This is an optimization exercise on Yosys and OpenROAD, whose aim is small area and a short achievable clock period, not a production implementation.
Function was checked by simulation only, so behaviour that the tests miss may differ from the original.
Power and IR drop assume default switching activity.

== try-pepper ==
==> flow/design.v <==
module CLA_adder (x, y, s, cout, c23);
  input  [23:0] x, y;
  output [23:0] s;
  output cout;
  output c23;           
  wire [23:0] h = x ^ y;
  wire [23:0] a = x & y;
  wire [23:0] o = x | y;
  wire [5:0] g, p;
  genvar j;
  generate
    for (j = 0; j < 6; j = j + 1) begin : gp
      assign g[j] = a[4*j+3] | (a[4*j+2] & o[4*j+3]) | (a[4*j] & o[4*j+3] & o[4*j+2]);
      assign p[j] = &o[4*j+3:4*j];
    end
  endgenerate
  wire [6:0] c;
  assign c[0] = 1'b0;
  assign c[1] = g[0];
  assign c[2] = g[1] | (p[1] & g[0]);
  wire   g30 = g[3] | (p[3] & g[2]);
  wire   p30 = p[3] & p[2];
  assign c[3] = g[2] | (p[2] & c[2]);
  assign c[4] = g30 | (p30 & c[2]);
  assign c[5] = g[4] | (p[4] & c[4]);
  wire   g54 = g[5] | (p[5] & g[4]);
  wire   p54 = p[5] & p[4];
  assign c[6] = g54 | (p54 & c[4]);
  assign cout = c[6];
  generate
    for (j = 0; j < 6; j = j + 1) begin : sm
      wire ci = c[j];
      wire k0 = ci;
      wire k1 = a[4*j]   | (h[4*j] & ci);
      wire k2 = a[4*j+1] | (h[4*j+1] & a[4*j]) | (h[4*j+1] & h[4*j] & ci);
      wire k3 = a[4*j+2] | (h[4*j+2] & a[4*j+1]) | (h[4*j+2] & h[4*j+1] & a[4*j])
              | (h[4*j+2] & h[4*j+1] & h[4*j] & ci);
      assign s[4*j+3:4*j] = h[4*j+3:4*j] ^ {k3, k2, k1, k0};
      if (j == 5) begin : top
        assign c23 = k3;
      end
    end
  endgenerate
endmodule
module fpa_with_regisers (clk, reset, en, inputA, inputB, result, OF);
  input clk, reset, en;
  input [31:0] inputA, inputB;
  output [31:0] result;
  output OF;
  wire [60:0] st_in;
  wire        ofa_in;
  reg  [60:0] st;      
  reg         ofa;     
  reg         fresh;
  wire [31:0] res_in;
  reg  [31:0] result_r;
  fpa_align al (.A(inputA), .B(inputB), .st(st_in), .ofa(ofa_in));
  always @(posedge clk) begin
    if (en)
      st <= st_in;
    if (reset) begin
      ofa   <= 1'b0;
      fresh <= 1'b1;
    end else if (en) begin
      ofa   <= ofa_in;
      fresh <= 1'b0;
    end
    if (reset | (en & fresh))
      result_r <= 32'd0;
    else if (en)
      result_r <= res_in;
  end
  fpa_add  ad (.st(st), .ofa(ofa), .O(res_in), .OF(OF));
  assign result = result_r;
endmodule
module fpa_align (A, B, st, ofa);
  input  [31:0] A, B;
  output [60:0] st;
  output ofa;
  wire [7:0]  ea_raw = A[30:23];
  wire [7:0]  eb_raw = B[30:23];
  wire        ha = |ea_raw;
  wire        hb = |eb_raw;
  wire        a_zero = ~ha & ~|A[22:0];
  wire        b_zero = ~hb & ~|B[22:0];
  wire        sel_a = (&ea_raw) | b_zero;
  wire        sel_b = (&eb_raw) | a_zero;
  wire        sub = A[31] ^ B[31];
  wire        swap = (A[30:0] <= B[30:0]) & ~sel_a;
  wire [7:0]  e_big   = swap ? eb_raw : ea_raw;
  wire [23:0] m_big   = swap ? {hb, B[22:0]} : {ha, A[22:0]};
  wire [23:0] m_small = swap ? {ha, A[22:0]} ^ {24{sub}} : {hb, B[22:0]} ^ {24{sub}};
  wire        h_small = swap ? ha : hb;
  wire        sign    = swap ? B[31] : A[31];
  wire [8:0]  dab = {1'b0, ea_raw} - {1'b0, eb_raw};
  wire [7:0]  dba = eb_raw - ea_raw;
  wire        far_ab = |dab[7:5];    
  wire        far_ba = |dba[7:5];
  wire [4:0]  d_raw   = dab[8] ? dba[4:0] : dab[4:0];
  wire        far_raw = dab[8] ? far_ba : far_ab;
  wire [7:0]  ea_m1 = ea_raw - 8'd1;
  wire [7:0]  eb_m1 = eb_raw - 8'd1;
  wire        far_a1 = (|ea_raw[7:6]) | (ea_raw[5] & (|ea_raw[4:0]));    
  wire        far_b1 = (|eb_raw[7:6]) | (eb_raw[5] & (|eb_raw[4:0]));
  wire [4:0]  d   = ~ha ? (hb ? eb_m1[4:0] : 5'd0) : ~hb ? ea_m1[4:0] : d_raw;
  wire        far = ~ha ? (hb & far_b1) : ~hb ? far_a1 : far_raw;
  wire        eqexp = (ea_raw == eb_raw) | ((ea_raw[7:1] == 7'd0) & (eb_raw[7:1] == 7'd0));
  wire [23:0] t2  = d[1] ? {{2{sub}}, m_small[23:2]} : m_small;
  wire [23:0] t4  = d[2] ? {{4{sub}}, t2[23:4]} : t2;
  wire [23:0] t8  = d[3] ? {{8{sub}}, t4[23:8]} : t4;
  wire [23:0] yp  = far ? {24{sub}} : d[4] ? {{16{sub}}, t8[23:16]} : t8;
  wire        y23 = sub ^ (eqexp & h_small);
  assign ofa = ~(m_big[23] ^ y23);
  assign st = {sel_a | sel_b, sign, eqexp & ~sub, sub, e_big, m_big, yp, d[0]};
endmodule
module fpa_add (st, ofa, O, OF);
  input  [60:0] st;
  input  ofa;
  output [31:0] O;
  output OF;
  wire        special = st[60];
  wire        sign    = st[59];
  wire        shr_eq  = st[58];
  wire        sub     = st[57];
  wire [7:0]  e_raw   = st[56:49];
  wire [23:0] x       = st[48:25];
  wire [23:0] yp      = st[24:1];
  wire        d0      = st[0];
  wire [23:0] y       = d0 ? {sub, yp[23:1]} : yp;
  wire [7:0]  e_big   = {e_raw[7:1], e_raw[0] | ~x[23]};
  wire [23:0] s;
  wire        cout, c23;
  CLA_adder add (.x(x), .y(y), .s(s), .cout(cout), .c23(c23));
  assign OF = ofa & (x[23] ^ c23);
  wire        shr = shr_eq | (~sub & cout);
  reg  [4:0]  jn;
  integer i;
  always @(*) begin
    jn = 5'd1;
    for (i = 3; i <= 23; i = i + 1)
      if (s[i]) jn = 5'd24 - i[4:0];
  end
  wire [4:0]  j = shr ? 5'd0 : jn;
  wire [23:0] sl = s << j;
  wire [7:0]  o_e = special ? e_raw : e_big + 8'd1 - {3'd0, j};
  wire [22:0] o_m = special ? x[22:0] : sl[23:1];
  assign O = {sign, o_e, o_m};
endmodule
==> flow/config.mk <==
export PLATFORM = sky130hd
export DESIGN_NAME = fpa_with_regisers
export DESIGN_NICKNAME = fpa_with_regisers
export VERILOG_FILES = /design/flow/design.v
export SDC_FILE = /design/flow/constraint.sdc
export NUM_CORES = 4
export LEC_CHECK = 0
export ABC_AREA = 1
export CAP_MARGIN = 20
export CORE_MARGIN = 2
export CORE_UTILIZATION = 30
export PLACE_DENSITY = 0.75
export SLEW_MARGIN = 20
export SYNTH_HIERARCHICAL = 1
==> flow/constraint.sdc <==
create_clock -name core_clock -period 11.0 [get_ports {clk}]
set_input_delay 2.2000 -clock core_clock [delete_from_list [all_inputs] [get_ports {clk}]]
set_output_delay 2.2000 -clock core_clock [all_outputs]
set_load 0.01 [all_outputs]
standard.sh (not shown) runs the stock make flow with config.mk's settings and CLKGATE_MAP_FILE= SYNTH_SCRIPT=/design/flow/synth_recipe.tcl, a recipe that flattens the netlist after the stock synthesis.
==> flow/flow/run.sh <==
#!/bin/bash
# Layout flow: the standard ORFS flow (standard.sh), with these settings changed:
#  - no full/half-adder cell extraction in synthesis (ABC maps the arithmetic);
#  - repair_timing aims for a setup slack margin of 6.0 ns, which matches the
#    period this design can reach rather than the design's much longer clock
#    period (the SDC and clock period are the standard flow's own);
#  - the delay cells (clkdlybuf4s*, dlygate*, dlymetal*) and a few weak cells are added to
#    the platform's don't-use list, so that port buffers and repair use real buffers.
# The make output goes to standard.log; ORFS keeps each step's log under orfs/logs.
set -uo pipefail
DONT_USE="sky130_fd_sc_hd__probe_p_8 sky130_fd_sc_hd__probec_p_8 sky130_fd_sc_hd__lpflow_bleeder_1 sky130_fd_sc_hd__lpflow_clkbufkapwr_1 sky130_fd_sc_hd__lpflow_clkbufkapwr_16 sky130_fd_sc_hd__lpflow_clkbufkapwr_2 sky130_fd_sc_hd__lpflow_clkbufkapwr_4 sky130_fd_sc_hd__lpflow_clkbufkapwr_8 sky130_fd_sc_hd__lpflow_clkinvkapwr_1 sky130_fd_sc_hd__lpflow_clkinvkapwr_16 sky130_fd_sc_hd__lpflow_clkinvkapwr_2 sky130_fd_sc_hd__lpflow_clkinvkapwr_4 sky130_fd_sc_hd__lpflow_clkinvkapwr_8 sky130_fd_sc_hd__lpflow_decapkapwr_12 sky130_fd_sc_hd__lpflow_decapkapwr_3 sky130_fd_sc_hd__lpflow_decapkapwr_4 sky130_fd_sc_hd__lpflow_decapkapwr_6 sky130_fd_sc_hd__lpflow_decapkapwr_8 sky130_fd_sc_hd__lpflow_inputiso0n_1 sky130_fd_sc_hd__lpflow_inputiso0p_1 sky130_fd_sc_hd__lpflow_inputiso1n_1 sky130_fd_sc_hd__lpflow_inputiso1p_1 sky130_fd_sc_hd__lpflow_inputisolatch_1 sky130_fd_sc_hd__lpflow_isobufsrc_1 sky130_fd_sc_hd__lpflow_isobufsrc_16 sky130_fd_sc_hd__lpflow_isobufsrc_2 sky130_fd_sc_hd__lpflow_isobufsrc_4 sky130_fd_sc_hd__lpflow_isobufsrc_8 sky130_fd_sc_hd__lpflow_isobufsrckapwr_16 sky130_fd_sc_hd__lpflow_lsbuf_lh_hl_isowell_tap_1 sky130_fd_sc_hd__lpflow_lsbuf_lh_hl_isowell_tap_2 sky130_fd_sc_hd__lpflow_lsbuf_lh_hl_isowell_tap_4 sky130_fd_sc_hd__lpflow_lsbuf_lh_isowell_4 sky130_fd_sc_hd__lpflow_lsbuf_lh_isowell_tap_1 sky130_fd_sc_hd__lpflow_lsbuf_lh_isowell_tap_2 sky130_fd_sc_hd__lpflow_lsbuf_lh_isowell_tap_4 sky130_fd_sc_hd__clkdlybuf4s15_1 sky130_fd_sc_hd__clkdlybuf4s15_2 sky130_fd_sc_hd__clkdlybuf4s18_1 sky130_fd_sc_hd__clkdlybuf4s18_2 sky130_fd_sc_hd__clkdlybuf4s25_1 sky130_fd_sc_hd__clkdlybuf4s25_2 sky130_fd_sc_hd__clkdlybuf4s50_1 sky130_fd_sc_hd__clkdlybuf4s50_2 sky130_fd_sc_hd__dlygate4sd1_1 sky130_fd_sc_hd__dlygate4sd2_1 sky130_fd_sc_hd__dlygate4sd3_1 sky130_fd_sc_hd__dlymetal6s2s_1 sky130_fd_sc_hd__dlymetal6s4s_1 sky130_fd_sc_hd__dlymetal6s6s_1 sky130_fd_sc_hd__a2111oi_0 sky130_fd_sc_hd__a21boi_0 sky130_fd_sc_hd__and2_0 sky130_fd_sc_hd__o21ai_0 sky130_fd_sc_hd__o311ai_0 sky130_fd_sc_hd__or2_0"
bash standard.sh ADDER_MAP_FILE= SETUP_SLACK_MARGIN=6.0 "DONT_USE_CELLS=$DONT_USE" finish > standard.log 2>&1
Edits applied to the flow inputs when going from try-pepper to try-ember:
- swapping 30 for 40 in CORE_UTILIZATION
- clearing PLACE_DENSITY, which used to be 0.75
==> run notes <==
- try-pepper reports its cell type of the slowest stage on the worst timing path as sky130_fd_sc_hd__o21ai_2 while try-ember reports sky130_fd_sc_hd__edfxtp_1.
- Going from try-pepper to try-ember, fmax held, sequential share of layout area went up 0.21 points, clock group share of total power went up 0.8 points.
diff inputs: try-ember => try-amber
- changing CORE_UTILIZATION from 40 to 30
--- a/flow/flow/run.sh
+++ b/flow/flow/run.sh
@@ -4 +4 @@
-#  - repair_timing aims for a setup slack margin of 6.0 ns, which matches the
+#  - repair_timing aims for a setup slack margin of 6.2 ns, which matches the
@@ -12 +12 @@
-bash standard.sh ADDER_MAP_FILE= SETUP_SLACK_MARGIN=6.0 "DONT_USE_CELLS=$DONT_USE" finish > standard.log 2>&1
+bash standard.sh ADDER_MAP_FILE= SETUP_SLACK_MARGIN=6.2 "DONT_USE_CELLS=$DONT_USE" finish > standard.log 2>&1
[summary]
try-amber ended up with a higher placeable core region than try-ember did.
Looking only at number of signal-net buffers in the layout, and setting everything else aside, the higher value of try-amber and try-ember goes to try-amber.
Sort try-amber and try-ember by detail-routed via count per cell desc -> top: try-ember
try-amber: number of ordinary inverters in the final layout 0.98% above try-ember
met2 routed wirelength of try-ember is on par with try-amber.
Number of stages on the worst setup path delta for try-amber relative to try-ember: 1 higher
Comparing try-amber and try-ember, shortest period the worst path allows is lower on try-amber.
[try-amber] width of the die rose about 15% relative to try-ember
try-amber — portion of the clock cycle consumed by the worst path in the final layout 0.76 points lower, try-ember as reference
Final instance area, try-amber vs try-ember: up by a few percent
Inputs modified between try-amber and try-willow:
--- a/flow/flow/run.sh
+++ b/flow/flow/run.sh
@@ -4 +4 @@
-#  - repair_timing aims for a setup slack margin of 6.2 ns, which matches the
+#  - repair_timing aims for a setup slack margin of 5.8 ns, which matches the
@@ -12 +12 @@
-bash standard.sh ADDER_MAP_FILE= SETUP_SLACK_MARGIN=6.2 "DONT_USE_CELLS=$DONT_USE" finish > standard.log 2>&1
+bash standard.sh ADDER_MAP_FILE= SETUP_SLACK_MARGIN=5.8 "DONT_USE_CELLS=$DONT_USE" finish > standard.log 2>&1
Notes after the runs:
try-willow finished every step from synthesis to the final layout, and the layout passed the timing, design-rule and antenna checks. The flow did not stop early for try-amber: all stages ran, and the layout cleared the timing, design-rule and antenna checks. try-willow against try-amber: post-layout minimum cycle time picked up an extra 0.25 ns; share of the cycle needed by the critical path after routing picked up an extra 2.3 points. In the metrics for try-amber and try-willow, the one carrying the higher leakage power is try-amber. ~same worst hold slack in try-amber and try-willow. Part of the power in registers ended up 0.9 points higher on try-willow than on try-amber. Re die area: no difference whatsoever between try-amber and try-willow. try-willow vs try-amber, fraction of area in registers went up by 1.1 points. Of the two values seen for highest-delay cell along the critical path, sky130_fd_sc_hd__o21ai_4 was produced by try-willow and sky130_fd_sc_hd__edfxtp_1 by try-amber. try-willow has less setup slack than try-amber. Final core area utilization in try-willow is 1.8 points below try-amber. Diff try-amber..try-willow | net count after synthesis | negligible. Summary: with try-amber as the reference, total power in try-willow moved down by a few percent.

-- afterwards: timing with drivers on the ports --
No port has a modelled driver above. Below, the same layouts with a new extraction and two added sets of constraints.
Step 1 assumes that a clkbuf_16 drives the clock port and a buf_2 every other input.
Step 2 moves the port delays by t, midway between the first and last clock arrival at a register: inputs arrive t later, outputs are due t later. That takes back most of the time a late clock gives input paths.
a / b / c = ideal ports / drivers / drivers and shift; a / b = the first two.
run | shift t [ns] | setup slack, ns | worst setup path after step 2 | latest minus earliest clock arrival (ns)
try-pepper | 0.400 | 6.216 / 6.221 / 5.839 | input to register | 0.010 / 0.010
try-ember | 0.402 | 6.212 / 6.166 / 5.829 | input to register | 0.014 / 0.013
try-amber | 0.409 | 6.295 / 6.250 / 5.955 | input to register | 0.016 / 0.017
try-willow | 0.408 | 6.047 / 6.055 / 5.655 | input to register | 0.017 / 0.016
After both steps every run listed still meets setup and hold. The setup slack of try-willow, which loses most, moves by +0.008 ns with the drivers and by -0.392 ns with both steps.
